What follows belongs to an exercise in optimizing a design on an open flow for small area; a production flow would make more cautious choices.
The RTL was checked by simulation tests, not by an equivalence proof against the original design.
Power is estimated from default activity; no workload was simulated.

[flow/flow/run.sh]
#!/bin/bash
# The standard layout (standard.sh) with these synthesis changes only:
#  - multipliers are Booth-encoded and adders keep Yosys's default carry logic:
#    SYNTH_OPERATIONS_ARGS="-booth"
#    replaces ORFS's "-extra-map lcu_kogge_stone.v";
#  - no full/half-adder cell extraction (empty ADDER_MAP_FILE);
#  - abc maps logic with Yosys's default area-oriented liberty script
#    (flow/abc_area.script) instead of ORFS's abc_area.script.
# The ORFS scripts are used from a copy in which only abc_area.script differs.
# Registers are mapped exactly as in the standard synthesis.
set -euo pipefail
rm -rf scripts_mod
cp -r "$FLOW_HOME/scripts" scripts_mod
cp flow/abc_area.script scripts_mod/abc_area.script
export SYNTH_OPERATIONS_ARGS="-booth"
export ADDER_MAP_FILE=""
bash standard.sh SCRIPTS_DIR="$PWD/scripts_mod" finish > standard.log 2>&1
[flow/flow/abc_area.script]
strash
&get -n
&fraig -x
&put
scorr
dc2
dretime
strash
&get -n
&dch -f
&nf
&put
[flow/standard.sh]
#!/bin/bash
# synth_recipe.tcl (not shown) runs the flow's synth.tcl, then flattens the netlist and writes it again
# the make line also repeats each setting of config.mk as NAME=value (left out here)
make -C /OpenROAD-flow-scripts/flow DESIGN_CONFIG=/design/flow/config.mk WORK_HOME=/design/flow/orfs CLKGATE_MAP_FILE= SYNTH_SCRIPT=/design/flow/synth_recipe.tcl "${@:-finish}"
[flow/config.mk]
export PLATFORM = sky130hd
export DESIGN_NAME = top
export DESIGN_NICKNAME = top
export VERILOG_FILES = /design/flow/design.v
export SDC_FILE = /design/flow/constraint.sdc
export NUM_CORES = 4
export LEC_CHECK = 0
export ABC_AREA = 1
export CAP_MARGIN = 20
export CORE_MARGIN = 2
export CORE_UTILIZATION = 55
export CTS_BUF_LIST = sky130_fd_sc_hd__clkbuf_16
export CTS_CLUSTER_DIAMETER = 110
export CTS_CLUSTER_SIZE = 28
export SLEW_MARGIN = 20
[flow/constraint.sdc]
create_clock -name core_clock -period 20.0 [get_ports {clk}]
set_input_delay 4.0000 -clock core_clock [delete_from_list [all_inputs] [get_ports {clk}]]
set_output_delay 4.0000 -clock core_clock [all_outputs]
set_load 0.01 [all_outputs]
[flow/design.v]
module clk_rec_zerox #(
    parameter IN_WIDTH = 7,
    parameter OSR = 8
)(
    input  wire                       clk,
    input  wire                       rst,
    input  wire                       sample_en,
    input  wire                       enable,
    input  wire signed [IN_WIDTH-1:0] diff_phase_in,
    output reg symbol_sample_tick,
    output reg out_bit
);
    reg signed [IN_WIDTH-1:0] sample_previous;
    reg [3:0] sample_counter;
    reg sample_valid;
    always @(posedge clk) begin
        if (!rst) begin
            sample_previous <= 0;
            sample_valid <= 0;
        end else if (sample_en) begin
            sample_previous <= diff_phase_in;
            sample_valid <= 1;
        end
    end
    localparam IDLE = 2'b00, SP_cross = 2'b01, SP_wait = 2'b10, SP_out = 2'b11;
    reg [1:0] state, next_state;
    always @(posedge clk)
        state <= (!rst) ? IDLE : next_state;
    always @(posedge clk) begin
        if (!rst) begin
            next_state <= IDLE;
        end else if (sample_en) begin
            case (state)
                IDLE:     next_state <= (enable && sample_valid &&
                                         (diff_phase_in[IN_WIDTH-1] != sample_previous[IN_WIDTH-1])) ? SP_cross : IDLE;
                SP_cross: next_state <= SP_wait;
                SP_wait:  next_state <= (sample_counter == OSR-1) ? SP_out : SP_wait;
                default:  next_state <= SP_wait;
            endcase
        end
    end
    always @(posedge clk) begin
        if (!rst) begin
            sample_counter <= OSR >> 1;
        end else if (sample_en) begin
            case (state)
                IDLE:     if (enable) sample_counter <= (sample_counter == OSR) ? 4'd1 : sample_counter + 4'd1;
                SP_cross: sample_counter <= (OSR >> 1) + 1;
                SP_wait:  sample_counter <= sample_counter + 4'd1;
                default:  sample_counter <= 4'd1;
            endcase
        end
    end
    always @(posedge clk) begin
        if (!rst) begin
            out_bit <= 1'b0;
            symbol_sample_tick <= 1'b0;
        end else if (sample_en) begin
            symbol_sample_tick <= (sample_counter == OSR-1) ? 1'b1 : 1'b0;
            out_bit <= (symbol_sample_tick) ? (((diff_phase_in + sample_previous) >>> 1) > 0) : out_bit;
        end
    end
endmodule
module varicode_lut (
    input enable,
    input [9:0] varicode, 
    output reg [7:0] ascii  
);
    always @(*) begin
        if(enable==1) begin
        case(varicode)
            10'b1:          ascii = 8'h20;
            10'b111111111:  ascii = 8'h21; 
            10'b101011111:  ascii = 8'h22; 
            10'b111110101:  ascii = 8'h23; 
            10'b111011011:  ascii = 8'h24; 
            10'b1011010101: ascii = 8'h25; 
            10'b1010111011: ascii = 8'h26; 
            10'b101111111:  ascii = 8'h27; 
            10'b11111011:   ascii = 8'h28; 
            10'b11110111:   ascii = 8'h29; 
            10'b101101111:  ascii = 8'h2a; 
            10'b111011111:  ascii = 8'h2b; 
            10'b1110101:    ascii = 8'h2c; 
            10'b110101:     ascii = 8'h2d; 
            10'b1010111:    ascii = 8'h2e; 
            10'b110101111:  ascii = 8'h2f; 
            10'b10110111:   ascii = 8'h30; 
            10'b10111101:   ascii = 8'h31; 
            10'b11101101:   ascii = 8'h32; 
            10'b11111111:   ascii = 8'h33; 
            10'b101110111:  ascii = 8'h34; 
            10'b101011011:  ascii = 8'h35; 
            10'b101101011:  ascii = 8'h36; 
            10'b110101101:  ascii = 8'h37; 
            10'b110101011:  ascii = 8'h38; 
            10'b110110111:  ascii = 8'h39; 
            10'b11110101:   ascii = 8'h3a; 
            10'b110111101:  ascii = 8'h3b; 
            10'b111101101:  ascii = 8'h3c; 
            10'b1010101:    ascii = 8'h3d;
            10'b111010111:  ascii = 8'h3e;
            10'b1010101111: ascii = 8'h3f;
            10'b1010111101: ascii = 8'h40;
            10'b1111101:    ascii = 8'h41;
            10'b11101011:   ascii = 8'h42;
            10'b10101101:   ascii = 8'h43;
            10'b10110101:   ascii = 8'h44;
            10'b1110111:    ascii = 8'h45;
            10'b11011011:   ascii = 8'h46;
            10'b11111101:   ascii = 8'h47;
            10'b101010101:  ascii = 8'h48;
            10'b1111111:    ascii = 8'h49;
            10'b111111101:  ascii = 8'h4a;
            10'b101111101:  ascii = 8'h4b;
            10'b11010111:   ascii = 8'h4c;
            10'b10111011:   ascii = 8'h4d;
            10'b11011101:   ascii = 8'h4e;
            10'b10101011:   ascii = 8'h4f;
            10'b11010101:   ascii = 8'h50;
            10'b111011101:  ascii = 8'h51;
            10'b10101111:   ascii = 8'h52;
            10'b1101111:    ascii = 8'h53;
            10'b1101101:    ascii = 8'h54;
            10'b101010111:  ascii = 8'h55;
            10'b110110101:  ascii = 8'h56;
            10'b101011101:  ascii = 8'h57;
            10'b101110101:  ascii = 8'h58;
            10'b101111011:  ascii = 8'h59;
            10'b1010101101: ascii = 8'h5a;
            10'b111110111:  ascii = 8'h5b;
            10'b111101111:  ascii = 8'h5c;
            10'b111111011:  ascii = 8'h5d;
            10'b1010111111: ascii = 8'h5e;
            10'b101101101:  ascii = 8'h5f;
            10'b1011011111: ascii = 8'h60;
            10'b1011:       ascii = 8'h61;
            10'b1011111:    ascii = 8'h62;
            10'b101111:     ascii = 8'h63;
            10'b101101:     ascii = 8'h64;
            10'b11:         ascii = 8'h65;
            10'b111101:     ascii = 8'h66;
            10'b1011011:    ascii = 8'h67;
            10'b101011:     ascii = 8'h68;
            10'b1101:       ascii = 8'h69;
            10'b111101011:  ascii = 8'h6a;
            10'b10111111:   ascii = 8'h6b;
            10'b11011:      ascii = 8'h6c;
            10'b111011:     ascii = 8'h6d;
            10'b1111:       ascii = 8'h6e;
            10'b111:        ascii = 8'h6f;
            10'b111111:     ascii = 8'h70;
            10'b110111111:  ascii = 8'h71;
            10'b10101:      ascii = 8'h72;
            10'b10111:      ascii = 8'h73;
            10'b101:        ascii = 8'h74;
            10'b110111:     ascii = 8'h75;
            10'b1111011:    ascii = 8'h76;
            10'b1101011:    ascii = 8'h77;
            10'b11011111:   ascii = 8'h78;
            10'b1011101:    ascii = 8'h79;
            10'b111010101:  ascii = 8'h7a;
            10'b1010110111: ascii = 8'h7b;
            10'b110111011:  ascii = 8'h7c;
            10'b1010110101: ascii = 8'h7d;
            10'b1011010111: ascii = 8'h7e;
            10'b1110110101: ascii = 8'h7f;
            default:        ascii = 8'h00;   
        endcase
        end
        else begin
            ascii = 8'h00; 
        end
    end
endmodule
module varicode_decoder (
    input wire clk,
    input wire rst,
    input wire sample_en,
    input wire bit_in,
    input wire bit_valid,
    output wire [7:0] char_out,
    output reg char_valid
);
    reg [11:0] shift_reg;
    reg [3:0] bit_count;
    reg [9:0] vnext;
    reg [7:0] ascii_r;
    wire [7:0] ascii;
    varicode_lut u_varicode_lut (
        .enable   (1'b1),
        .varicode (vnext),
        .ascii    (ascii)
    );
    assign char_out = ascii_r;
    localparam IDLE = 3'b000, RECV = 3'b001, END_CHECK = 3'b010, DECODE = 3'b011;
    reg [2:0] state;
    wire step = bit_valid && sample_en;
    always @(posedge clk or negedge rst) begin
        if (!rst) begin
            state <= IDLE;
        end else if (step) begin
            case (state)
                IDLE:      state <= ((shift_reg[1:0] == 2'b00) && (bit_in != 0)) ? RECV : IDLE;
                RECV:      state <= bit_in ? RECV : END_CHECK;
                END_CHECK: state <= bit_in ? RECV : DECODE;
                DECODE:    state <= bit_in ? RECV : IDLE;
                default:   state <= IDLE;
            endcase
        end
    end
    always @(posedge clk) begin
        if (!rst) shift_reg <= 12'hfff;
        else if (step) shift_reg <= {shift_reg[10:0], bit_in};
    end
    always @(*) begin
        case (bit_count - 4'd1)
            4'd1: vnext = {9'd0, shift_reg[2]};
            4'd2: vnext = {8'd0, shift_reg[3:2]};
            4'd3: vnext = {7'd0, shift_reg[4:2]};
            4'd4: vnext = {6'd0, shift_reg[5:2]};
            4'd5: vnext = {5'd0, shift_reg[6:2]};
            4'd6: vnext = {4'd0, shift_reg[7:2]};
            4'd7: vnext = {3'd0, shift_reg[8:2]};
            4'd8: vnext = {2'd0, shift_reg[9:2]};
            4'd9: vnext = {1'd0, shift_reg[10:2]};
            4'd10: vnext = shift_reg[11:2];
            default: vnext = 10'd0;
        endcase
    end
    always @(posedge clk) begin
        if (!rst) begin
            bit_count <= 0;
            ascii_r <= 8'd0;
            char_valid <= 0;
        end else if (step) begin
            case (state)
                IDLE: begin
                    bit_count <= 0;
                    ascii_r <= 8'd0;
                    char_valid <= 0;
                end
                RECV, END_CHECK: begin
                    bit_count <= bit_count + 4'd1;
                    ascii_r <= 8'd0;
                    char_valid <= 0;
                end
                DECODE: begin
                    bit_count <= 0;
                    ascii_r <= ascii;
                    char_valid <= 1;
                end
                default: begin
                    bit_count <= 0;
                    if (char_valid) ascii_r <= 8'd0;
                end
            endcase
        end
    end
endmodule
module top (
    input  clk,
    input  rst,
    input  en,
    input  signed [7:0] adc_in,
    output wire [7:0] char_out,
    output wire char_valid,
    output wire signed [15:0] I_out,
    output wire signed [15:0] Q_out,
    output wire sweep_done,
    output wire signed [6:0] freq,
    output wire bit_tick,
    output wire bit_out
);
    reg [4:0] c20;
    reg [5:0] c40;
    reg [3:0] c10;
    reg en20, en800, en8000;
    wire w20 = (c20 == 5'd19);
    wire w40 = (c40 == 6'd39);
    wire w10 = (c10 == 4'd9);
    always @(posedge clk or negedge rst) begin
        if (!rst) begin
            c20 <= 0; c40 <= 0; c10 <= 0;
            en20 <= 0; en800 <= 0; en8000 <= 0;
        end else begin
            c20 <= w20 ? 5'd0 : c20 + 5'd1;
            if (w20) c40 <= w40 ? 6'd0 : c40 + 6'd1;
            if (w20 && w40) c10 <= w10 ? 4'd0 : c10 + 4'd1;
            en20   <= w20;
            en800  <= w20 && w40;
            en8000 <= w20 && w40 && w10;
        end
    end
    wire fhead = (c10 == 4'd0) && (c40 == 6'd0);
    wire f_mac = (c10 == 4'd9) && (c40 == 6'd17) && (c20 == 5'd11);   
    localparam IDLE = 3'd1, START_SWEEP = 3'd2, ACCUMULATE = 3'd3, NEXT_FREQ = 3'd4,
               DONE_SWEEP = 3'd5, START_MIXING = 3'd6, MIXING = 3'd7;
    reg [2:0] st;
    reg [5:0] scount;
    reg [3:0] sidx, bcode, ccode;
    reg [32:0] eacc, ebest;
    reg sflag, sdone;
    reg [27:0] mag;
    wire cvalid;
    function [15:0] sweep_steps(input [3:0] idx);
        case (idx)
            4'd0: sweep_steps = 16'd4386;
            4'd1: sweep_steps = 16'd4410;
            4'd2: sweep_steps = 16'd4432;
            4'd3: sweep_steps = 16'd4454;
            4'd4: sweep_steps = 16'd4476;
            4'd5: sweep_steps = 16'd4500;
            4'd6: sweep_steps = 16'd4522;
            4'd7: sweep_steps = 16'd4546;
            4'd8: sweep_steps = 16'd4568;
            4'd9: sweep_steps = 16'd4590;
            4'd10: sweep_steps = 16'd4612;
            default: sweep_steps = 16'd0;
        endcase
    endfunction
    always @(posedge clk or negedge rst) begin
        if (!rst) st <= IDLE;
        else if (en20) begin
            case (st)
                IDLE:         st <= START_SWEEP;
                START_SWEEP:  st <= ACCUMULATE;
                ACCUMULATE:   st <= (scount == 6'd50) ? NEXT_FREQ : ACCUMULATE;
                NEXT_FREQ:    st <= (sidx == 4'd10) ? DONE_SWEEP : START_SWEEP;
                DONE_SWEEP:   st <= START_MIXING;
                START_MIXING: st <= MIXING;
                MIXING:       st <= MIXING;
                default:      st <= IDLE;
            endcase
        end
    end
    always @(posedge clk) begin
        if (st == IDLE) begin
            scount <= 0; eacc <= 0; sidx <= 0; ebest <= 0;
            bcode <= 4'd15; ccode <= 4'd15; sflag <= 0; sdone <= 0;
        end else if (st == ACCUMULATE && cvalid) begin
            scount <= scount + 6'd1;
            eacc   <= eacc + mag;
            ccode  <= sidx;
            sflag  <= 0; sdone <= 0;
        end else if (st == ACCUMULATE && en20) begin
            sflag  <= 0; sdone <= 0;
        end else if (st == NEXT_FREQ && en20) begin
            if (eacc > ebest) begin
                ebest <= eacc;
                bcode <= sidx;
            end
            ccode <= sidx;
            sflag <= 1; sdone <= 0;
        end else if (st == START_SWEEP && en20) begin
            scount <= 0;
            sidx   <= sidx + 4'd1;
            eacc   <= 0;
            ccode  <= sidx;
            sflag  <= 0; sdone <= 0;
        end else if (st == DONE_SWEEP && en20) begin
            scount <= 0;
            sidx   <= 0;
            ccode  <= bcode;
            sflag  <= 0; sdone <= 1;
        end
    end
    assign sweep_done = sdone;
    reg [3:0] ds;
    always @(posedge clk or negedge rst) begin
        if (!rst) ds <= 4'd0;
        else if (ds == 4'd10) ds <= sflag ? 4'd11 : 4'd1;
        else if (ds == 4'd11) ds <= 4'd1;
        else ds <= ds + 4'd1;
    end
    wire ds_done = (ds == 4'd10);
    wire ds_load = (ds == 4'd0) || (ds == 4'd10) || (ds == 4'd11);
    reg [15:0] pacc;
    wire [15:0] fword = sweep_steps(ccode);
    wire [15:0] padd = pacc + (ds_done ? fword : 16'd29536);
    always @(posedge clk or negedge rst) begin
        if (!rst) pacc <= 16'd0;
        else if (ds == 4'd11) pacc <= 16'd0;
        else if (ds_done || (pacc > 16'd36000)) pacc <= padd;
    end
    wire q_le1 = (pacc <= 16'd9000);
    wire q_le2 = (pacc <= 16'd18000);
    wire q_le3 = (pacc <= 16'd27000);
    wire ssign = !q_le2;
    wire csign = !q_le1 && q_le3;
    reg [23:0] dz;
    reg [7:0] dd;
    reg [1:0] qd;
    reg [23:0] zk;
    reg inva, invb;
    always @(*) begin
        inva = 1'b0; invb = 1'b0;
        if (ds == 4'd1) begin
            case (qd)
                2'd0: zk = 24'd0;
                2'd1: begin zk = 24'd4608000; inva = 1'b1; end
                2'd2: begin zk = 24'd4608000; invb = 1'b1; end
                default: begin zk = 24'd9216000; inva = 1'b1; end
            endcase
        end else begin
            case (ds[2:0])
                3'd2: zk = 24'd1152000;
                3'd3: zk = 24'd680075;
                3'd4: zk = 24'd359325;
                3'd5: zk = 24'd182400;
                3'd6: zk = 24'd91550;
                3'd7: zk = 24'd45825;
                3'd0: zk = 24'd22925;
                default: zk = 24'd11450;
            endcase
            invb = ~dz[23];
        end
    end
    wire [23:0] dz_n = (dz ^ {24{inva}}) + (zk ^ {24{invb}}) + {23'd0, inva | invb};
    always @(posedge clk) begin
        if (ds_load) begin
            dz <= {pacc, 8'd0};
            qd <= q_le1 ? 2'd0 : q_le2 ? 2'd1 : q_le3 ? 2'd2 : 2'd3;
        end else begin
            dz <= dz_n;
            if (ds >= 4'd2 && ds <= 4'd9) dd <= {dd[6:0], dz[23]};
        end
    end
    reg [15:0] xy;
    always @(*) begin
        case (dd)
      8'd0: xy = 16'hef62;
      8'd1: xy = 16'hf162;
      8'd2: xy = 16'hf263;
      8'd3: xy = 16'hf463;
      8'd4: xy = 16'hf563;
      8'd5: xy = 16'hf763;
      8'd6: xy = 16'hf863;
      8'd7: xy = 16'hfa63;
      8'd8: xy = 16'hfc63;
      8'd9: xy = 16'hfd63;
      8'd10: xy = 16'hff63;
      8'd11: xy = 16'h0063;
      8'd12: xy = 16'h0263;
      8'd13: xy = 16'h0363;
      8'd14: xy = 16'h0563;
      8'd15: xy = 16'h0663;
      8'd16: xy = 16'h0863;
      8'd17: xy = 16'h0963;
      8'd18: xy = 16'h0b63;
      8'd19: xy = 16'h0d63;
      8'd20: xy = 16'h0e62;
      8'd21: xy = 16'h1062;
      8'd22: xy = 16'h1162;
      8'd23: xy = 16'h1362;
      8'd24: xy = 16'h1461;
      8'd25: xy = 16'h1661;
      8'd26: xy = 16'h1761;
      8'd27: xy = 16'h1960;
      8'd28: xy = 16'h1a60;
      8'd29: xy = 16'h1c5f;
      8'd30: xy = 16'h1d5f;
      8'd31: xy = 16'h1f5e;
      8'd32: xy = 16'h1f5e;
      8'd33: xy = 16'h215e;
      8'd34: xy = 16'h225d;
      8'd35: xy = 16'h245d;
      8'd36: xy = 16'h255c;
      8'd37: xy = 16'h275b;
      8'd38: xy = 16'h285b;
      8'd39: xy = 16'h2a5a;
      8'd40: xy = 16'h2b5a;
      8'd41: xy = 16'h2c59;
      8'd42: xy = 16'h2e58;
      8'd43: xy = 16'h2f57;
      8'd44: xy = 16'h3157;
      8'd45: xy = 16'h3256;
      8'd46: xy = 16'h3355;
      8'd47: xy = 16'h3554;
      8'd48: xy = 16'h3653;
      8'd49: xy = 16'h3753;
      8'd50: xy = 16'h3852;
      8'd51: xy = 16'h3a51;
      8'd52: xy = 16'h3b50;
      8'd53: xy = 16'h3c4f;
      8'd54: xy = 16'h3d4e;
      8'd55: xy = 16'h3f4d;
      8'd56: xy = 16'h404c;
      8'd57: xy = 16'h414b;
      8'd58: xy = 16'h424a;
      8'd59: xy = 16'h4349;
      8'd60: xy = 16'h4448;
      8'd61: xy = 16'h4647;
      8'd62: xy = 16'h4746;
      8'd63: xy = 16'h4845;
      8'd64: xy = 16'h4548;
      8'd65: xy = 16'h4647;
      8'd66: xy = 16'h4746;
      8'd67: xy = 16'h4844;
      8'd68: xy = 16'h4943;
      8'd69: xy = 16'h4a42;
      8'd70: xy = 16'h4b41;
      8'd71: xy = 16'h4c40;
      8'd72: xy = 16'h4d3f;
      8'd73: xy = 16'h4e3d;
      8'd74: xy = 16'h4f3c;
      8'd75: xy = 16'h503b;
      8'd76: xy = 16'h513a;
      8'd77: xy = 16'h5238;
      8'd78: xy = 16'h5337;
      8'd79: xy = 16'h5336;
      8'd80: xy = 16'h5435;
      8'd81: xy = 16'h5533;
      8'd82: xy = 16'h5632;
      8'd83: xy = 16'h5731;
      8'd84: xy = 16'h572f;
      8'd85: xy = 16'h582e;
      8'd86: xy = 16'h592c;
      8'd87: xy = 16'h5a2b;
      8'd88: xy = 16'h5a2a;
      8'd89: xy = 16'h5b28;
      8'd90: xy = 16'h5b27;
      8'd91: xy = 16'h5c25;
      8'd92: xy = 16'h5d24;
      8'd93: xy = 16'h5d22;
      8'd94: xy = 16'h5e21;
      8'd95: xy = 16'h5e1f;
      8'd96: xy = 16'h5e1f;
      8'd97: xy = 16'h5f1d;
      8'd98: xy = 16'h5f1c;
      8'd99: xy = 16'h601a;
      8'd100: xy = 16'h6019;
      8'd101: xy = 16'h6117;
      8'd102: xy = 16'h6116;
      8'd103: xy = 16'h6114;
      8'd104: xy = 16'h6213;
      8'd105: xy = 16'h6211;
      8'd106: xy = 16'h6210;
      8'd107: xy = 16'h620e;
      8'd108: xy = 16'h630d;
      8'd109: xy = 16'h630b;
      8'd110: xy = 16'h6309;
      8'd111: xy = 16'h6308;
      8'd112: xy = 16'h6306;
      8'd113: xy = 16'h6305;
      8'd114: xy = 16'h6303;
      8'd115: xy = 16'h6302;
      8'd116: xy = 16'h6300;
      8'd117: xy = 16'h63ff;
      8'd118: xy = 16'h63fd;
      8'd119: xy = 16'h63fc;
      8'd120: xy = 16'h63fa;
      8'd121: xy = 16'h63f8;
      8'd122: xy = 16'h63f7;
      8'd123: xy = 16'h63f5;
      8'd124: xy = 16'h63f4;
      8'd125: xy = 16'h63f2;
      8'd126: xy = 16'h62f1;
      8'd127: xy = 16'h62ef;
      8'd128: xy = 16'h6210;
      8'd129: xy = 16'h620e;
      8'd130: xy = 16'h630d;
      8'd131: xy = 16'h630b;
      8'd132: xy = 16'h630a;
      8'd133: xy = 16'h6308;
      8'd134: xy = 16'h6307;
      8'd135: xy = 16'h6305;
      8'd136: xy = 16'h6303;
      8'd137: xy = 16'h6302;
      8'd138: xy = 16'h6300;
      8'd139: xy = 16'h63ff;
      8'd140: xy = 16'h63fd;
      8'd141: xy = 16'h63fc;
      8'd142: xy = 16'h63fa;
      8'd143: xy = 16'h63f9;
      8'd144: xy = 16'h63f7;
      8'd145: xy = 16'h63f6;
      8'd146: xy = 16'h63f4;
      8'd147: xy = 16'h63f2;
      8'd148: xy = 16'h62f1;
      8'd149: xy = 16'h62ef;
      8'd150: xy = 16'h62ee;
      8'd151: xy = 16'h62ec;
      8'd152: xy = 16'h61eb;
      8'd153: xy = 16'h61e9;
      8'd154: xy = 16'h61e8;
      8'd155: xy = 16'h60e6;
      8'd156: xy = 16'h60e5;
      8'd157: xy = 16'h5fe3;
      8'd158: xy = 16'h5fe2;
      8'd159: xy = 16'h5ee0;
      8'd160: xy = 16'h5ee0;
      8'd161: xy = 16'h5ede;
      8'd162: xy = 16'h5ddd;
      8'd163: xy = 16'h5ddb;
      8'd164: xy = 16'h5cda;
      8'd165: xy = 16'h5bd8;
      8'd166: xy = 16'h5bd7;
      8'd167: xy = 16'h5ad5;
      8'd168: xy = 16'h5ad4;
      8'd169: xy = 16'h59d3;
      8'd170: xy = 16'h58d1;
      8'd171: xy = 16'h57d0;
      8'd172: xy = 16'h57ce;
      8'd173: xy = 16'h56cd;
      8'd174: xy = 16'h55cc;
      8'd175: xy = 16'h54ca;
      8'd176: xy = 16'h53c9;
      8'd177: xy = 16'h53c8;
      8'd178: xy = 16'h52c7;
      8'd179: xy = 16'h51c5;
      8'd180: xy = 16'h50c4;
      8'd181: xy = 16'h4fc3;
      8'd182: xy = 16'h4ec2;
      8'd183: xy = 16'h4dc0;
      8'd184: xy = 16'h4cbf;
      8'd185: xy = 16'h4bbe;
      8'd186: xy = 16'h4abd;
      8'd187: xy = 16'h49bc;
      8'd188: xy = 16'h48bb;
      8'd189: xy = 16'h47b9;
      8'd190: xy = 16'h46b8;
      8'd191: xy = 16'h45b7;
      8'd192: xy = 16'h48ba;
      8'd193: xy = 16'h47b9;
      8'd194: xy = 16'h46b8;
      8'd195: xy = 16'h44b7;
      8'd196: xy = 16'h43b6;
      8'd197: xy = 16'h42b5;
      8'd198: xy = 16'h41b4;
      8'd199: xy = 16'h40b3;
      8'd200: xy = 16'h3fb2;
      8'd201: xy = 16'h3db1;
      8'd202: xy = 16'h3cb0;
      8'd203: xy = 16'h3baf;
      8'd204: xy = 16'h3aae;
      8'd205: xy = 16'h38ad;
      8'd206: xy = 16'h37ac;
      8'd207: xy = 16'h36ac;
      8'd208: xy = 16'h35ab;
      8'd209: xy = 16'h33aa;
      8'd210: xy = 16'h32a9;
      8'd211: xy = 16'h31a8;
      8'd212: xy = 16'h2fa8;
      8'd213: xy = 16'h2ea7;
      8'd214: xy = 16'h2ca6;
      8'd215: xy = 16'h2ba5;
      8'd216: xy = 16'h2aa5;
      8'd217: xy = 16'h28a4;
      8'd218: xy = 16'h27a4;
      8'd219: xy = 16'h25a3;
      8'd220: xy = 16'h24a2;
      8'd221: xy = 16'h22a2;
      8'd222: xy = 16'h21a1;
      8'd223: xy = 16'h1fa1;
      8'd224: xy = 16'h1fa1;
      8'd225: xy = 16'h1da0;
      8'd226: xy = 16'h1ca0;
      8'd227: xy = 16'h1a9f;
      8'd228: xy = 16'h199f;
      8'd229: xy = 16'h179e;
      8'd230: xy = 16'h169e;
      8'd231: xy = 16'h149e;
      8'd232: xy = 16'h139d;
      8'd233: xy = 16'h119d;
      8'd234: xy = 16'h109d;
      8'd235: xy = 16'h0e9d;
      8'd236: xy = 16'h0d9c;
      8'd237: xy = 16'h0b9c;
      8'd238: xy = 16'h099c;
      8'd239: xy = 16'h089c;
      8'd240: xy = 16'h069c;
      8'd241: xy = 16'h059c;
      8'd242: xy = 16'h039c;
      8'd243: xy = 16'h029c;
      8'd244: xy = 16'h009c;
      8'd245: xy = 16'hff9c;
      8'd246: xy = 16'hfd9c;
      8'd247: xy = 16'hfc9c;
      8'd248: xy = 16'hfa9c;
      8'd249: xy = 16'hf89c;
      8'd250: xy = 16'hf79c;
      8'd251: xy = 16'hf59c;
      8'd252: xy = 16'hf49c;
      8'd253: xy = 16'hf29c;
      8'd254: xy = 16'hf19d;
      8'd255: xy = 16'hef9d;
        endcase
    end
    wire [7:0] lx = xy[15:8];
    wire [7:0] ly = xy[7:0];
    reg signed [7:0] nsin, cosr;
    reg done_d, ssign_d;
    always @(posedge clk) begin
        done_d <= ds_done;
        if (ds_done) begin
            ssign_d <= ssign;
            cosr <= csign ? 8'd0 - lx : lx;
        end
        if (done_d) nsin <= ssign_d ? ly : 8'd0 - ly;
    end
    reg [1:0] enr;
    reg [7:0] dcnt;
    reg dvalid, cvalid_r;
    wire de = en20 && enr[1] && (dcnt == 8'd199);
    always @(posedge clk or negedge rst) begin
        if (!rst) begin
            enr <= 0; dcnt <= 0; dvalid <= 0; cvalid_r <= 0;
        end else begin
            if (en20) enr <= {enr[0], en};
            if (en20 && enr[1]) dcnt <= (dcnt == 8'd199) ? 8'd0 : dcnt + 8'd1;
            dvalid   <= de;
            cvalid_r <= dvalid;
        end
    end
    assign cvalid = cvalid_r;
    reg tick_d;
    reg en_d, enr0_d, de_d;
    reg signed [7:0] adc_d;
    always @(posedge clk or negedge rst) begin
        if (!rst) tick_d <= 1'b0;
        else tick_d <= en20;
    end
    always @(posedge clk) begin
        en_d <= en; enr0_d <= enr[0]; de_d <= de; adc_d <= adc_in;
    end
    wire u_int0 = en20 ? en : (tick_d && en_d);
    wire u_int1 = en20 ? enr[0] : (tick_d && enr0_d);
    wire u_de   = en20 ? de : (tick_d && de_d);
    wire signed [7:0] m_a = en20 ? adc_in : adc_d;
    wire signed [7:0] m_b = en20 ? cosr : nsin;
    wire signed [15:0] mix = m_a * m_b;
    reg zr_d;
    always @(posedge clk) zr_d <= ~rst;
    wire zr = ~rst | zr_d;
    reg [30:0] int0_0, int0_1, facc_0, facc_1, fprev_0, fprev_1;
    reg [15:0] h1_0, h1_1, h2_0, h2_1, dreg_0, dreg_1;
    wire [30:0] gk = facc_0 - fprev_0;
    wire [30:0] int0_n = (zr ? 31'd0 : int0_0) + (u_int0 ? {{15{mix[15]}}, mix} : 31'd0);
    wire [30:0] facc_n = ((u_de | zr) ? 31'd0 : facc_0) + (u_int1 ? int0_0 : 31'd0);
    always @(posedge clk) begin
        int0_0 <= int0_1;  int0_1 <= int0_n;
        facc_0 <= facc_1;  facc_1 <= facc_n;
        fprev_0 <= fprev_1; fprev_1 <= zr ? 31'd0 : u_de ? facc_0 : fprev_0;
        h1_0 <= h1_1;      h1_1 <= zr ? 16'd0 : u_de ? gk[30:15] : h1_0;
        h2_0 <= h2_1;      h2_1 <= zr ? 16'd0 : u_de ? h1_0 : h2_0;
        dreg_0 <= dreg_1;  dreg_1 <= zr ? 16'd0 : u_de ? h2_0 : dreg_0;
    end
    wire [15:0] combI = dreg_0;
    wire [15:0] combQ = dreg_1;
    wire ins = en && en8000;       
    reg [3:0] wptr;
    wire [3:0] rho = c20[3:0] + {c40[1:0], 2'b00};
    reg [4:0] nval;
    reg insf;
    reg [15:0] holdI, holdQ;
    reg [255:0] ringI, ringQ;
    wire wr = insf && (rho == wptr);
    always @(posedge clk or negedge rst) begin
        if (!rst) begin
            wptr <= 0; nval <= 0; insf <= 0;
        end else begin
            if (ins) begin
                insf <= 1'b1;
                if (nval != 5'd16) nval <= nval + 5'd1;
            end else if (wr) begin
                insf <= 1'b0;
                wptr <= wptr - 4'd1;
            end
        end
    end
    wire capI = (mph == 2'd1) && (pb == 4'd12) && (rho == 4'd0);
    wire capQ = (mph == 2'd2) && (pb == 4'd15) && !mtog;
    always @(posedge clk) begin
        if (ins) holdI <= combI;
        else if (capI) holdI <= {2'b00, acc[30:17]};
        if (ins) holdQ <= combQ;
        else if (capQ) holdQ <= {2'b00, acc[30:17]};
        ringI <= {ringI[239:0], wr ? holdI : ringI[255:240]};
        ringQ <= {ringQ[239:0], wr ? holdQ : ringQ[255:240]};
    end
    wire [15:0] tapI = ringI[255:240];
    wire [15:0] tapQ = ringQ[255:240];
    wire [3:0] jl = rho - wptr - 4'd1;
    wire jv = ({1'b0, jl} < nval);
    reg [12:0] hc;
    always @(*) begin
        case (jl)
            4'd0, 4'd15: hc = 13'd173;
            4'd1, 4'd14: hc = 13'd288;
            4'd2, 4'd13: hc = 13'd548;
            4'd3, 4'd12: hc = 13'd1001;
            4'd4, 4'd11: hc = 13'd1691;
            4'd5, 4'd10: hc = 13'd2633;
            4'd6, 4'd9:  hc = 13'd3787;
            default:     hc = 13'd5053;
        endcase
    end
    reg [30:0] acc;
    reg [1:0] mph;       
    reg [3:0] pb;
    reg mtog;
    reg [13:0] Iout, Qout;
    wire hb = hc[pb];
    wire [15:0] tap = mph[0] ? tapQ : tapI;
    wire [13:0] mop = mtog ? holdQ[13:0] : holdI[13:0];
    wire mbit = (pb <= 4'd13) ? mop[pb] : 1'b0;
    reg [30:0] term;
    reg [30:0] abase;
    reg tneg;
    always @(*) begin
        term = 31'd0;
        abase = acc;
        tneg = 1'b0;
        if (mph[1] == 1'b0) begin
            if (hb && jv) term = {{15{tap[15]}}, tap};
            if (rho == 4'd0) abase = (pb == 4'd12) ? 31'd0 : {acc[29:0], 1'b0};
        end else if (mph == 2'd2) begin
            if (mbit) term = {{17{mop[13]}}, mop};
            tneg = mbit && (pb == 4'd13);
            if (!mtog) abase = (pb == 4'd15) ? 31'd0 : {acc[29:0], 1'b0};
        end
    end
    wire [30:0] asum = abase + (term ^ {31{tneg}}) + {30'd0, tneg};
    always @(posedge clk) acc <= asum;
    always @(posedge clk or negedge rst) begin
        if (!rst) begin
            mph <= 2'd3; pb <= 0; mtog <= 0;
        end else if (f_mac) begin
            mph <= 2'd0; pb <= 4'd12; mtog <= 0;
        end else if (mph[1] == 1'b0) begin
            if (rho == 4'd15) begin
                if (pb == 4'd0) begin
                    mph <= mph + 2'd1;
                    pb  <= mph[0] ? 4'd15 : 4'd12;
                end else pb <= pb - 4'd1;
            end
        end else if (mph == 2'd2) begin
            mtog <= ~mtog;
            if (mtog) begin
                if (pb == 4'd0) mph <= 2'd3;
                else pb <= pb - 4'd1;
            end
        end
    end
    always @(posedge clk) begin
        if (!rst) begin
            Iout <= 0; Qout <= 0; mag <= 0;
        end else if (ins) begin
            Iout <= holdI[13:0]; Qout <= holdQ[13:0]; mag <= acc[27:0];
        end
    end
    assign I_out = {{2{Iout[13]}}, Iout};
    assign Q_out = {{2{Qout[13]}}, Qout};
    reg [8:0] aref;
    always @(*) begin
        case ({I_out[15], Q_out[15]})
            2'b00: aref = 9'd0;
            2'b10: aref = 9'd90;
            2'b11: aref = 9'd180;
            default: aref = 9'd270;
        endcase
    end
    wire vload = fhead && (c20 == 5'd15);
    reg [15:0] X, Y;
    reg [3:0] vp;
    reg cx, cy, vs;
    reg [6:0] dv;
    wire [2:0] vi = vp[2:0] - 3'd1;
    wire [3:0] lim = 4'd15 - rho;
    wire [3:0] tpos = ({1'b0, vi} < lim) ? {1'b0, vi} : lim;
    wire xt = X[tpos];
    wire yt = Y[tpos];
    wire k0 = (rho == 4'd0);
    wire vs_n = k0 ? ~Y[15] : vs;
    reg xa, xb, xc0, ya, yb, yc0;
    always @(*) begin
        if (vp == 4'd0) begin
            xb = 1'b0; yb = 1'b0;
            case ({Iout[13], Qout[13]})
                2'b00: begin xa = X[0];  xc0 = 1'b0; ya = Y[0];  yc0 = 1'b0; end
                2'b10: begin xa = Y[0];  xc0 = 1'b0; ya = ~X[0]; yc0 = 1'b1; end
                2'b11: begin xa = ~X[0]; xc0 = 1'b1; ya = ~Y[0]; yc0 = 1'b1; end
                default: begin xa = ~Y[0]; xc0 = 1'b1; ya = X[0]; yc0 = 1'b0; end
            endcase
        end else begin
            xa = X[0]; xb = vs_n ? yt : ~yt; xc0 = ~vs_n;
            ya = Y[0]; yb = vs_n ? ~xt : xt; yc0 = vs_n;
        end
    end
    wire xci = k0 ? xc0 : cx;
    wire yci = k0 ? yc0 : cy;
    wire xs = xa ^ xb ^ xci;
    wire ys = ya ^ yb ^ yci;
    always @(posedge clk) begin
        if (vload) begin
            X <= I_out; Y <= Q_out;
        end else begin
            X <= {xs, X[15:1]};
            Y <= {ys, Y[15:1]};
        end
        cx <= (xa & xb) | (xa & xci) | (xb & xci);
        cy <= (ya & yb) | (ya & yci) | (yb & yci);
        vs <= vs_n;
        if (k0 && vp != 4'd0 && vp[3] == 1'b0) dv <= {dv[5:0], ~Y[15]};
    end
    always @(posedge clk or negedge rst) begin
        if (!rst) vp <= 4'd8;
        else if (vload) vp <= 4'd0;
        else if (rho == 4'd15 && vp[3] == 1'b0) vp <= vp + 4'd1;
    end
    reg [8:0] zl;
    always @(*) begin
        case (dv)
            7'd0: zl = 9'h19d;
            7'd1: zl = 9'h19e;
            7'd2: zl = 9'h1a0;
            7'd3: zl = 9'h1a2;
            7'd4: zl = 9'h1a4;
            7'd5: zl = 9'h1a5;
            7'd6: zl = 9'h1a7;
            7'd7: zl = 9'h1a9;
            7'd8: zl = 9'h1ab;
            7'd9: zl = 9'h1ad;
            7'd10: zl = 9'h1ae;
            7'd11: zl = 9'h1b0;
            7'd12: zl = 9'h1b2;
            7'd13: zl = 9'h1b4;
            7'd14: zl = 9'h1b5;
            7'd15: zl = 9'h1b7;
            7'd16: zl = 9'h1b9;
            7'd17: zl = 9'h1ba;
            7'd18: zl = 9'h1bc;
            7'd19: zl = 9'h1be;
            7'd20: zl = 9'h1c0;
            7'd21: zl = 9'h1c2;
            7'd22: zl = 9'h1c3;
            7'd23: zl = 9'h1c5;
            7'd24: zl = 9'h1c7;
            7'd25: zl = 9'h1c9;
            7'd26: zl = 9'h1ca;
            7'd27: zl = 9'h1cc;
            7'd28: zl = 9'h1ce;
            7'd29: zl = 9'h1d0;
            7'd30: zl = 9'h1d2;
            7'd31: zl = 9'h1d3;
            7'd32: zl = 9'h1d2;
            7'd33: zl = 9'h1d3;
            7'd34: zl = 9'h1d5;
            7'd35: zl = 9'h1d7;
            7'd36: zl = 9'h1d9;
            7'd37: zl = 9'h1db;
            7'd38: zl = 9'h1dc;
            7'd39: zl = 9'h1de;
            7'd40: zl = 9'h1e0;
            7'd41: zl = 9'h1e2;
            7'd42: zl = 9'h1e3;
            7'd43: zl = 9'h1e5;
            7'd44: zl = 9'h1e7;
            7'd45: zl = 9'h1e9;
            7'd46: zl = 9'h1eb;
            7'd47: zl = 9'h1ec;
            7'd48: zl = 9'h1ee;
            7'd49: zl = 9'h1f0;
            7'd50: zl = 9'h1f1;
            7'd51: zl = 9'h1f3;
            7'd52: zl = 9'h1f5;
            7'd53: zl = 9'h1f7;
            7'd54: zl = 9'h1f8;
            7'd55: zl = 9'h1fa;
            7'd56: zl = 9'h1fc;
            7'd57: zl = 9'h1fe;
            7'd58: zl = 9'h000;
            7'd59: zl = 9'h001;
            7'd60: zl = 9'h003;
            7'd61: zl = 9'h005;
            7'd62: zl = 9'h007;
            7'd63: zl = 9'h008;
            7'd64: zl = 9'h1f7;
            7'd65: zl = 9'h1f8;
            7'd66: zl = 9'h1fa;
            7'd67: zl = 9'h1fc;
            7'd68: zl = 9'h1fe;
            7'd69: zl = 9'h1ff;
            7'd70: zl = 9'h001;
            7'd71: zl = 9'h003;
            7'd72: zl = 9'h005;
            7'd73: zl = 9'h007;
            7'd74: zl = 9'h008;
            7'd75: zl = 9'h00a;
            7'd76: zl = 9'h00c;
            7'd77: zl = 9'h00e;
            7'd78: zl = 9'h00f;
            7'd79: zl = 9'h011;
            7'd80: zl = 9'h013;
            7'd81: zl = 9'h014;
            7'd82: zl = 9'h016;
            7'd83: zl = 9'h018;
            7'd84: zl = 9'h01a;
            7'd85: zl = 9'h01c;
            7'd86: zl = 9'h01d;
            7'd87: zl = 9'h01f;
            7'd88: zl = 9'h021;
            7'd89: zl = 9'h023;
            7'd90: zl = 9'h024;
            7'd91: zl = 9'h026;
            7'd92: zl = 9'h028;
            7'd93: zl = 9'h02a;
            7'd94: zl = 9'h02c;
            7'd95: zl = 9'h02d;
            7'd96: zl = 9'h02c;
            7'd97: zl = 9'h02d;
            7'd98: zl = 9'h02f;
            7'd99: zl = 9'h031;
            7'd100: zl = 9'h033;
            7'd101: zl = 9'h035;
            7'd102: zl = 9'h036;
            7'd103: zl = 9'h038;
            7'd104: zl = 9'h03a;
            7'd105: zl = 9'h03c;
            7'd106: zl = 9'h03d;
            7'd107: zl = 9'h03f;
            7'd108: zl = 9'h041;
            7'd109: zl = 9'h043;
            7'd110: zl = 9'h045;
            7'd111: zl = 9'h046;
            7'd112: zl = 9'h048;
            7'd113: zl = 9'h04a;
            7'd114: zl = 9'h04b;
            7'd115: zl = 9'h04d;
            7'd116: zl = 9'h04f;
            7'd117: zl = 9'h051;
            7'd118: zl = 9'h052;
            7'd119: zl = 9'h054;
            7'd120: zl = 9'h056;
            7'd121: zl = 9'h058;
            7'd122: zl = 9'h05a;
            7'd123: zl = 9'h05b;
            7'd124: zl = 9'h05d;
            7'd125: zl = 9'h05f;
            7'd126: zl = 9'h061;
            7'd127: zl = 9'h062;
        endcase
    end
    reg [3:0] actc;
    always @(posedge clk or negedge rst) begin
        if (!rst) actc <= 0;
        else if (en800 && sdone && actc != 4'd9) actc <= actc + 4'd1;
    end
    reg [8:0] aabs;    
    always @(*) begin
        case (actc)
            4'd0, 4'd1, 4'd2: aabs = 9'd0;
            4'd3: aabs = 9'd2;
            4'd4: aabs = 9'd6;
            4'd5: aabs = 9'd13;
            4'd6: aabs = 9'd27;
            4'd7: aabs = 9'd53;
            4'd8: aabs = 9'd98;
            default: aabs = zl;
        endcase
    end
    wire [8:0] cphase = aabs[8] ? aref : aabs[7:0] + aref;
    reg [8:0] prev_phase;
    reg signed [6:0] freq_origin;
    always @(posedge clk) begin
        if (!rst) begin
            freq_origin <= 0;
            prev_phase  <= 0;
        end else if (en8000 && sdone) begin
            if (({cphase[8], cphase[7]} == 2'b00) && (prev_phase[8] == 1))
                freq_origin <= (cphase - prev_phase) + 360;
            else if ((cphase[8] == 1) && ({prev_phase[8], prev_phase[7]} == 2'b00))
                freq_origin <= (cphase - prev_phase) - 360;
            else
                freq_origin <= cphase - prev_phase;
            prev_phase <= cphase;
        end
    end
    assign freq = freq_origin;
    clk_rec_zerox u_clk_rec_zerox (
        .clk(clk), .rst(rst), .sample_en(en8000), .enable(sdone),
        .diff_phase_in(freq_origin), .symbol_sample_tick(bit_tick), .out_bit(bit_out));
    varicode_decoder u_varicode_decoder (
        .clk(clk), .rst(rst), .sample_en(en8000), .bit_in(bit_out), .bit_valid(bit_tick),
        .char_out(char_out), .char_valid(char_valid));
endmodule
==> out/metrics.cfg, run 1 <==
[power_and_ir_drop]
p_per_area_mw_per_mm2=74.4
finalPower_mw=3.87
irDropWorstVdd_v=0.0000926
leakagePower_nw=20.0

[yosys]
synth_flop_cell=dfxtp_1
avgSynthCellArea_um2=9.77
syn_nets=4929
synth-seq-cells=1277
ys_types=73
ys_warn_count=4
async_flop_share=0.0626
synth_edf_count=66
synth_cells=4918
ys_seq_area_frac=0.554
synth_area_mm2=0.0480

[clock_network]
clk_latency_ns=0.67
cts_tree=done
cts_buffers=53
post-cts-setup-buffer-count=0
clkTransAtPathRegs_ns=0.10
hold_buffers=0
clock_sinks=1277
cts_htree_levels=2
cts-resized-gates=0
cts_buffer_depth=3
cts_root_buffer=clkbuf_16

[timing]
hold_viol=0
finalClockSkew_ns=0.0379
drv_slew=0
setup_viol=0
layout_setup_ws_ns=6.11
fmax_ghz=0.0720
relSlewSlack=0.262
fin_setup_tns_ns=0
worst_pin_slew_ns=1.09
fin_crit_ns=13.89
period_share=0.694
rsz0062_at_grt=no
whs_ns=0.313

[floorplan]
die_area_mm2=0.0897
ioPinCount=62
rows=108
fp.coreArea_mm2=0.0866
start_util=0.554
die-height_um=300
die_w_um=300

[finish]
final_common_cell=dfxtp_1
fin_util=0.601
instances_no_fill=6262
drive_gt1_frac=0.0266
design_area_mm2=0.0521
final_cell_mix=dfxtp_1, nand2_1, nor2_1, o21ai_0, a21oi_1
nets=5091
diodes=0
top_regs=ringI x256, ringQ x256
area_delta_synth_final_pct=8.41

[worst_setup_path]
timing.rr.end=acc[30]
rr_worst_depth=35
reg2reg_slack_ns=8.05
path_delay_family=adder cells
cpMostUsedCell=maj3_1
arrival_ns=14.42
worstPathMaxFanout=56
rr_startpoint=c20[1]
critPathMaxStageDelay_ns=0.68
cp_slowest_cell=clkinv_1
path_class=in2reg
worst-path-buf-inv=4
cp.required_ns=20.53
crit_start=rst
cp-start-kind=primary input
endpoint_kind=flop

[global_route]
track_usage=0.224
globalRouteOverflowTotal=0
grt_max_degree=129
grt_first_pass_wirelength_mm=167
antenna_found_initial=0
grt_pass1_vias=31700

[placement]
post-place-ws_ns=5.44
dpl-instance-area_mm2=0.0505
place_hpwl_mm=71.0
gp_congestion=0.939
portBuffers=60
place_inst=6180

[route]
drc_errors=0
dr.pass1.iters=5
drtIter0Drc=2123
totalWireLength_mm=102
wire_per_inst_um=16.3
vias_per_cell=5.49
postRouteAntennaNets=0
vias=34300

[hold_path]
min_path_cells=0
hold-path-endpoint=ringQ[245]
hold_path.class=reg2reg
hp-start=ringQ[229]

[run]
drv_cap=0

[run_status]
status=no timing/DRC/antenna violations

logic make-up after synthesis:
family,Yosys count,synth area share
xor gates and xnor gates,457,0.0865
buffers and inverters,138,0.0112
other,1,0.0000781
AOI/OAI and AO/OA,1153,0.148
muxes,126,0.0282
adders and majority gates,85,0.0177
DFF,1277,0.554
and+or+nand+nor,1681,0.154
worst max path at each step:
stage / endpoint / slack [ns] / cells after the start
6_report: int0_1[30] / 6.11 / 33
5_1_grt: int0_1[30] / 5.32 / 33
4_1_cts: int0_1[30] / 6.09 / 33
3_5_place_dp: int0_1[30] / 5.44 / 33
3_3_place_gp: int0_1[30] / 5.62 / 33
2_1_floorplan: facc_1[30] / 5.01 / 32
routing by layer:
layer | track usage | vias up | part of all wire
met5 | 0 | - | 0
met3 | 0.0213 | 145 | 0.036
met2 | 0.357 | 608 | 0.44
li1 | - | 17500 | -
met4 | 0.0526 | 0 | 0.021
met1 | 0.330 | 16100 | 0.50
synthesized netlist by cell type, types with 8 or more instances:
cell      instances  area, um2
dfxtp_1        1131      22600
nand2_1         620       2330
nor2_1          579       2170
o21ai_0         363       1820
a21oi_1         336       1680
xnor2_1         243       2130
xor2_1          203       1780
clkinv_1        133        499
a22o_1          102        893
nor3_1           97        485
maj3_1           85        851
dfrtp_1          76       1900
mux2i_1          70        701
nand3_1          67        335
edfxtp_1         66       1980
mux2_1           54        608
and2_0           52        325
nand2b_1         51        319
a31oi_1          44        275
o22ai_1          41        257
nor2b_1          40        250
a22oi_1          37        278
or2_0            31        194
and3_1           29        181
a211oi_1         27        203
nor4_1           25        156
o21a_1           23        173
or3_1            23        144
nand4_1          22        138
o211ai_1         21        158
a21o_1           17        128
o31ai_1          16        120
o32ai_1          16        140
o311ai_0         13        114
a32oi_1          12        105
and4_1           12        105
nor3b_1          10       75.1
xnor3_1          10        225
a32o_1            9       90.1
o21bai_1          9       67.6
a221oi_1          8       70.1
nand3b_1          8       60.1
layout make-up:
type	instances	area [um2]
Clock buffer	54	1350
Clock inverter	28	188
Fill cell	7551	34600
Inverter	133	499
Multi-Input combinational cell	3503	20900
Sequential cell	1277	26600
Tap cell	1155	1450
Timing Repair Buffer	112	1000
where the power goes:
part / internal, mW / switching (mW)
clock network: 0.503 / 0.773
registers: 2.56 / 0.00105
logic: 0.00907 / 0.0231
total: 3.08 / 0.797
==> inputs of run 2 (changes only) <==
--- a/flow/config.mk
+++ b/flow/config.mk
@@ -10,6 +10,6 @@
 export CORE_MARGIN = 2
-export CORE_UTILIZATION = 55
+export CORE_UTILIZATION = 65
 export CTS_BUF_LIST = sky130_fd_sc_hd__clkbuf_16
-export CTS_CLUSTER_DIAMETER = 110
-export CTS_CLUSTER_SIZE = 28
+export CTS_CLUSTER_DIAMETER = 100
+export CTS_CLUSTER_SIZE = 25
 export SLEW_MARGIN = 20
==> run 2 against run 1 <==
Utilization up 11 points. Critical path type unchanged. Sequential share of layout area up 0.15 points. Area after synthesis unchanged. Die area down 15%. Fmax up 1.3%. Still clean. Clock power up 4%. First-iteration DRC count up 18%. Synthesized cell count unchanged. Via count up 2.8%. Final cell count down 3.0%. Register-to-register slack about the same. Global-route usage up 4.1 points.
==> out/metrics.cfg, run 2 <==
[route]
vias_per_cell=5.81  ; +6.0%
drtIter0Drc=2497  ; +18%
dr.pass1.iters=27  ; +22
drc_errors=0  ; unchanged
wire_per_inst_um=16.9  ; +4.1%
totalWireLength_mm=103  ; +0.96%
postRouteAntennaNets=0  ; unchanged
vias=35300  ; +2.8%

[finish]
fillers=5602  ; -26%
design_area_mm2=0.0519  ; -0.29%
fin_util=0.710  ; +0.109
area_delta_synth_final_pct=8.10
nets=5091  ; unchanged
instances_no_fill=6073  ; -3.0%
top_regs=ringI x256, ringQ x256
final_common_cell=dfxtp_1
final_cell_mix=dfxtp_1, nand2_1, nor2_1, o21ai_0, a21oi_1
drive_gt1_frac=0.0264  ; -0.000216

[yosys]
synth_cells=4918  ; unchanged
yosys.area_share.simple=0.154  ; unchanged
ys_types=73  ; unchanged
synth_compound_area_frac=0.148  ; unchanged
synth-xor-area-share=0.0865  ; unchanged
yosysMostFrequentCell=dfxtp_1
syn_nets=4929  ; unchanged
synth_edf_count=66  ; unchanged
synthMuxAreaShare=0.0282  ; unchanged
ys_top_cells_by_area=dfxtp_1, nand2_1, nor2_1, xnor2_1, edfxtp_1
synth_area_mm2=0.0480  ; unchanged
synthTopCellsByCount=dfxtp_1, nand2_1, nor2_1
synth_top_family_by_area=simple AND/OR/NAND/NOR gates
yosysTopAreaCellShare=0.471  ; unchanged
synth-seq-cells=1277  ; unchanged
synth_fa_ha_area_frac=0.0177  ; unchanged
synth_area_leader_cell=dfxtp_1
synth_flop_cell=dfxtp_1
async_flop_share=0.0626  ; unchanged
ys_warn_count=4  ; unchanged
ys_seq_area_frac=0.554  ; unchanged
avgSynthCellArea_um2=9.77  ; unchanged

[global_route]
grt_use_met3=0.0287  ; +0.00740
grt_first_pass_wirelength_mm=166  ; -0.37%
met2_usage=0.440  ; +0.0829
antenna_found_initial=1  ; +1
globalRouteOverflowTotal=0  ; unchanged
grt_pass1_vias=32500  ; +2.3%
grt-busiest-layer=met2
grt_max_degree=76  ; -41%
use_met1=0.376  ; +0.0456
track_usage=0.266  ; +0.0415

[timing]
setup_viol=0  ; unchanged
fin_crit_ns=13.71  ; -0.175 ns
relSlewSlack=0.275  ; +0.0139
finalClockSkew_ns=0.0193  ; -0.0186 ns
fin_setup_tns_ns=0  ; unchanged
whs_ns=0.323  ; +0.00911 ns
drv_slew=0  ; unchanged
layout_setup_ws_ns=6.29  ; +0.175 ns
hold_viol=0  ; unchanged
worst_pin_slew_ns=1.07  ; -0.0204 ns
rsz0062_at_grt=no
fmax_ghz=0.0729  ; +1.3%
period_share=0.686  ; -0.00877

[floorplan]
fp.coreArea_mm2=0.0731  ; -16%
ioPinCount=62  ; unchanged
start_util=0.657  ; +0.103
die-height_um=276  ; -7.9%
die_w_um=276  ; -7.9%
die_area_mm2=0.0761  ; -15%
rows=99  ; -8.3%

[power_and_ir_drop]
leakagePower_nw=20.0  ; +0.24%
p_per_area_mw_per_mm2=75.7  ; +1.8%
finalPower_mw=3.93  ; +1.5%
irDropWorstVdd_v=0.0000967  ; +4.3%

[worst_setup_path]
arrival_ns=14.27  ; -0.15 ns
cp-start-kind=primary input
critPathMaxStageDelay_ns=0.67  ; about the same
endpoint_kind=flop
cp_slowest_cell=clkinv_1
reg2reg_slack_ns=8.06  ; about the same
rr_startpoint=c20[1]
path_class=in2reg
crit_start=rst
cp.required_ns=20.56  ; +0.03 ns
cp-endpoint=int0_1[30]
cpMostUsedCell=maj3_1
timing.rr.end=acc[30]
rr_worst_depth=35  ; unchanged
worstPathMaxFanout=54  ; -3.6%

[run_status]
status=no timing/DRC/antenna violations

[clock_network]
cts_tree=done
cts_buffer_depth=3  ; unchanged
cts_htree_levels=2  ; unchanged
post-cts-setup-buffer-count=0  ; unchanged
clk_latency_ns=0.67  ; about the same
cts_buffers=59  ; +11%
cts-resized-gates=0  ; unchanged
cts_root_buffer=clkbuf_16
clkTransAtPathRegs_ns=0.11  ; about the same
clock_sinks=1277  ; unchanged
hold_buffers=0  ; unchanged

[placement]
post-place-ws_ns=5.53  ; +0.0883 ns
dpl-instance-area_mm2=0.0502  ; -0.63%
gp_congestion=0.947  ; +0.85%
place_hpwl_mm=71.0  ; about the same
portBuffers=60  ; unchanged
place_inst=5977  ; -3.3%

[run]
drv_cap=0  ; unchanged

[hold_path]
hold_path.class=reg2reg

run 2: cell counts after synthesis:
Identical to the previous run, type by type.
run 2: worst min path at each step:
stage | start | slack [ns] | end | depth (start not counted)
floorplan | facc_1[0] | 0.31 | facc_0[0] | 0
detailed placement | ringI[202] | 0.31 | ringI[218] | 0
global placement | ringI[133] | 0.31 | ringI[149] | 0
CTS | fprev_1[10] | 0.33 | fprev_0[10] | 0
finish | fprev_1[2] | 0.32 | fprev_0[2] | 0
global route | ringQ[166] | 0.33 | ringQ[182] | 0
run 2: where the power goes:
part           leakage, nW  total, mW  internal (mW)  switching (mW)
Sequential            10.7       2.56           2.56        0.000991
Combinational         8.39     0.0319        0.00878          0.0231
Clock                0.916       1.33          0.548           0.785
run 2: cell families (layout without fill, tap and decap cells):
| logic type | after synthesis | count (layout) |
|---|---|---|
| AND/OR/NAND/NOR | 1681 | 1681 |
| flip-flops | 1277 | 1277 |
| AO/OA/AOI/OAI | 1153 | 1153 |
| XOR/XNOR | 457 | 457 |
| buffers and inverters | 138 | 331 |
| multiplexers | 126 | 126 |
| adder cells (fa/ha/maj) | 85 | 85 |
| other | 1 | 4 |
run 2: layer usage:
metal / vias up / wire [um]
met5: - / 0
met3: 150 / 4840
met2: 901 / 47400
li1: 17600 / -
met1: 16700 / 48600
met4: 0 / 2080
run 2: worst max-delay path: cells and delay by family:
family	cells	cell delay (ns)
compound gates	8	1.82
xor+xnor	1	0.09
simple gates	6	1.25
fa+ha+maj	14	5.53
buf+inv	4	1.53
run 2: final cells by class:
cell class,instances,area (um2),share of cell area
timing repair buffer,106,943,0.0182
clock inverter,33,220,0.00424
tap,959,1200,0.0231
multi-input combinational,3503,20900,0.403
sequential,1277,26600,0.513
clock buffer,59,1480,0.0284
inverter,133,499,0.00962
antenna,3,7.51,0.000145
==> inputs of run 3 (changes only) <==
--- a/flow/flow/run.sh
+++ b/flow/flow/run.sh
@@ -2,4 +2,3 @@
 # The standard layout (standard.sh) with these synthesis changes only:
-#  - multipliers are Booth-encoded and adders keep Yosys's default carry logic:
-#    SYNTH_OPERATIONS_ARGS="-booth"
+#  - adders keep Yosys's default carry logic: a non-empty SYNTH_OPERATIONS_ARGS
 #    replaces ORFS's "-extra-map lcu_kogge_stone.v";
@@ -14,3 +13,3 @@
 cp flow/abc_area.script scripts_mod/abc_area.script
-export SYNTH_OPERATIONS_ARGS="-booth"
+export SYNTH_OPERATIONS_ARGS="-nofsm"
 export ADDER_MAP_FILE=""
--- a/flow/config.mk
+++ b/flow/config.mk
@@ -10,6 +10,6 @@
 export CORE_MARGIN = 2
-export CORE_UTILIZATION = 65
+export CORE_UTILIZATION = 55
 export CTS_BUF_LIST = sky130_fd_sc_hd__clkbuf_16
 export CTS_CLUSTER_DIAMETER = 100
-export CTS_CLUSTER_SIZE = 25
+export CTS_CLUSTER_SIZE = 22
 export SLEW_MARGIN = 20
==> run 3 against run 2 <==
Die area grew 19%. Still clean. First-iteration DRC count shrank 3.6%. Count of clock-buffer cells in the layout grew 12. Largest power group unchanged. Clock skew grew 0.010 ns. Flip-flop and latch count is the same.
==> out/metrics.cfg, run 3 <==
[yosys]
synth_cells=4996  ; +1.6%
synthTopCellsByCount=dfxtp_1, nor2_1, nand2_1
synth_edf_count=66  ; unchanged
async_flop_share=0.0626  ; unchanged
syn_nets=5007  ; +1.6%
ys_warn_count=4  ; unchanged
yosysTopAreaCellShare=0.465  ; -0.00607
avgSynthCellArea_um2=9.74  ; -0.28%
yosysMostFrequentCell=dfxtp_1
synth-seq-cells=1277  ; unchanged
synth_area_leader_cell=dfxtp_1
synth_flop_cell=dfxtp_1
ys_top_cells_by_area=dfxtp_1, xnor2_1, nor2_1, nand2_1, edfxtp_1
ys_seq_area_frac=0.547  ; -0.00714
ys_types=73  ; unchanged
synth_area_mm2=0.0487  ; +1.3%

[global_route]
globalRouteOverflowTotal=0  ; unchanged
antenna_found_initial=2  ; +1
track_usage=0.229  ; -0.0362
grt_max_degree=106  ; +39%
grt_first_pass_wirelength_mm=171  ; +3.1%
grt_pass1_vias=32700  ; +0.78%

[hold_path]
hold_path.class=reg2reg
hp-start=ringQ[211]

[timing]
period_share=0.709  ; +0.0233
finalClockSkew_ns=0.0296  ; +0.0103 ns
drv_slew=0  ; unchanged
worst_pin_slew_ns=1.08  ; +0.0122 ns
setup_viol=0  ; unchanged
fin_setup_tns_ns=0  ; unchanged
hold_viol=0  ; unchanged
fin_crit_ns=14.18  ; +0.466 ns
relSlewSlack=0.276  ; +0.000381
rsz0062_at_grt=no
fmax_ghz=0.0705  ; -3.3%

[clock_network]
cts_buffers=69  ; +17%
clock_sinks=1277  ; unchanged
cts_root_buffer=clkbuf_16
hold_buffers=0  ; unchanged
cts_tree=done
cts_buffer_depth=3  ; unchanged
clkTransAtPathRegs_ns=0.08  ; -0.03 ns
cts-resized-gates=0  ; unchanged
clk_latency_ns=0.65  ; -0.02 ns
post-cts-setup-buffer-count=0  ; unchanged
cts_htree_levels=3  ; +1

[finish]
final_common_cell=dfxtp_1
top_regs=ringI x256, ringQ x256
fin_util=0.605  ; -0.105
final_cell_mix=dfxtp_1, nor2_1, nand2_1, o21ai_0, xnor2_1
nets=5188  ; +1.9%
fillers=7607  ; +36%
area_delta_synth_final_pct=9.39
drive_gt1_frac=0.0313  ; +0.00487

[worst_setup_path]
crit_start=rst
arrival_ns=14.70  ; +0.43 ns
reg2reg_slack_ns=8.32  ; +0.26 ns
endpoint_kind=flop
critPathMaxStageDelay_ns=0.81  ; +0.14 ns
cpMostUsedCell=maj3_1
worstPathMaxFanout=105  ; +94%
path_class=in2reg
worst-path-buf-inv=2  ; -2
cp-start-kind=primary input
cp.required_ns=20.52  ; -0.04 ns
rr_startpoint=c20[1]
path_delay_family=adder cells
cp_slowest_cell=clkinv_1

[placement]
place_hpwl_mm=72.2  ; +1.7%
gp_congestion=0.947  ; about the same
portBuffers=60  ; unchanged

[floorplan]
die_w_um=301  ; +9.3%
start_util=0.553  ; -0.104
die-height_um=301  ; +9.3%
rows=109  ; +10%
ioPinCount=62  ; unchanged
fp.coreArea_mm2=0.0880  ; +20%
die_area_mm2=0.0909  ; +19%

[route]
postRouteAntennaNets=0  ; unchanged
dr.pass1.iters=6  ; -78%
vias_per_cell=5.49  ; -5.5%
drtIter0Drc=2406  ; -3.6%
totalWireLength_mm=105  ; +2.0%
wire_per_inst_um=16.5  ; -2.8%
drc_errors=0  ; unchanged
vias=35000  ; -0.82%

[power_and_ir_drop]
switching_power_mw=0.843  ; +4.2%
intPower_mw=3.23  ; +3.6%
pwr-share-clk=0.362  ; +0.023
leakagePower_nw=20.8  ; +3.6%
combPwrFrac=0.009  ; about the same
switching_share=0.207  ; +0.00103
p_per_area_mw_per_mm2=76.5  ; +1.1%
p_seq_frac=0.629  ; -0.024
irDropWorstVdd_v=0.0000965  ; -0.19%

[run_status]
status=no timing/DRC/antenna violations

[run]
drv_cap=0  ; unchanged

-- run 3: power groups by stage --
| stage | combinational (mW) | sequential (mW) | clock (mW) |
|---|---|---|---|
| floorplan | 0.0196 | 2.62 | 0 |
| global placement | 0.0357 | 2.62 | 0 |
| detailed placement | 0.0362 | 2.62 | 0 |
| CTS | 0.0363 | 2.56 | 1.52 |
| global route | 0.0408 | 2.56 | 1.61 |
| finish | 0.0362 | 2.56 | 1.47 |
-- run 3: kinds of logic (layout without fill, tap and decap cells) --
group,after synthesis,after routing,share of synthesized area
muxes,150,150,0.0321
xor gates and xnor gates,502,502,0.0924
DFF,1277,1277,0.547
other,1,2,0.0000771
AOI/OAI and AO/OA,1086,1086,0.140
and+or+nand+nor,1779,1779,0.160
adders and majority gates,91,91,0.0187
buffers and inverters,110,324,0.00887
-- run 3: worst reg2reg max path, delay by kind of cell, from the launching register on --
family	cells	cell delay, ns
buffers and inverters	1	0.22
xor gates and xnor gates	4	1.28
DFF	1	0.48
and+or+nand+nor	2	0.39
muxes	1	0.44
AOI/OAI and AO/OA	17	4.98
adders and majority gates	10	3.81
-- run 3: metrics by stage --
stage	setup WS, ns	instance area (um2)	hold WS [ns]	total power, mW	instances
detailed placement	4.50	51200	0.312	2.66	6270
finish	5.82	53200	0.316	4.07	6376
CTS	5.15	53200	0.314	4.12	6374
global placement	4.72	51200	0.310	2.66	6270
floorplan	2.42	48700	0.310	2.64	4996
global route	4.97	53200	0.326	4.22	6375
-- run 3: final timing paths --
kind / endpoint / cells past startpoint
worst max-delay path: int0_1[30] / 33
worst min-delay path: ringQ[227] / 0
worst max register to register: acc[30] / 35
worst min register to register: ringQ[227] / 0
max in group asynchronous: nval[0] / 2
min in group asynchronous: ds[2] / 1
-- run 3: metal layers --
metal / share of wire / vias up / GRT usage / wire length, um
li1: - / 17800 / - / -
met1: 0.50 / 16400 / 0.333 / 52000
met2: 0.44 / 638 / 0.363 / 46600
met3: 0.035 / 166 / 0.0261 / 3700
met4: 0.025 / 0 / 0.0611 / 2630
met5: 0 / - / 0 / 0
-- run 3: final cells by class --
class                   instances  area [um2]  share of cell area
multi-input cells            3609       21700               0.408
repair buffers                115        1030              0.0194
flip-flops and latches       1277       26600               0.500
well taps                    1165        1460              0.0274
clock buffers                  71        1780              0.0334
clock inverters                33         231             0.00435
diodes                          1        2.50           0.0000470
inverters                     105         394             0.00741

-- static timing again, ports no longer ideal --
The flow's constraints put no driver on any port. The routed layouts listed below were extracted and timed again, unchanged, in two steps. Step 1 assumes that a clkbuf_16 drives the clock port and a buf_2 every other input. Step 2 moves the port delays by t, midway between the first and last clock arrival at a register: inputs arrive t later, outputs are due t later. That takes back most of the time a late clock gives input paths. a / b / c = ideal ports / drivers / drivers and shift; a / b = the first two.
| run | t (ns) | setup slack, ns | worst data-port slew with drivers (ns) | pins driven straight from the clock port |
|---|---|---|---|---|
| run 1 | 0.714 | 6.111 / 6.139 / 5.425 | 0.04 | 1 |
| run 2 | 0.726 | 6.286 / 6.315 / 5.589 | 0.04 | 1 |
| run 3 | 0.709 | 5.820 / 5.850 / 5.141 | 0.04 | 1 |
After both steps setup and hold are still met in every run listed. The setup slack of run 2, which loses most, moves by +0.029 ns with the drivers and by -0.697 ns with both steps.
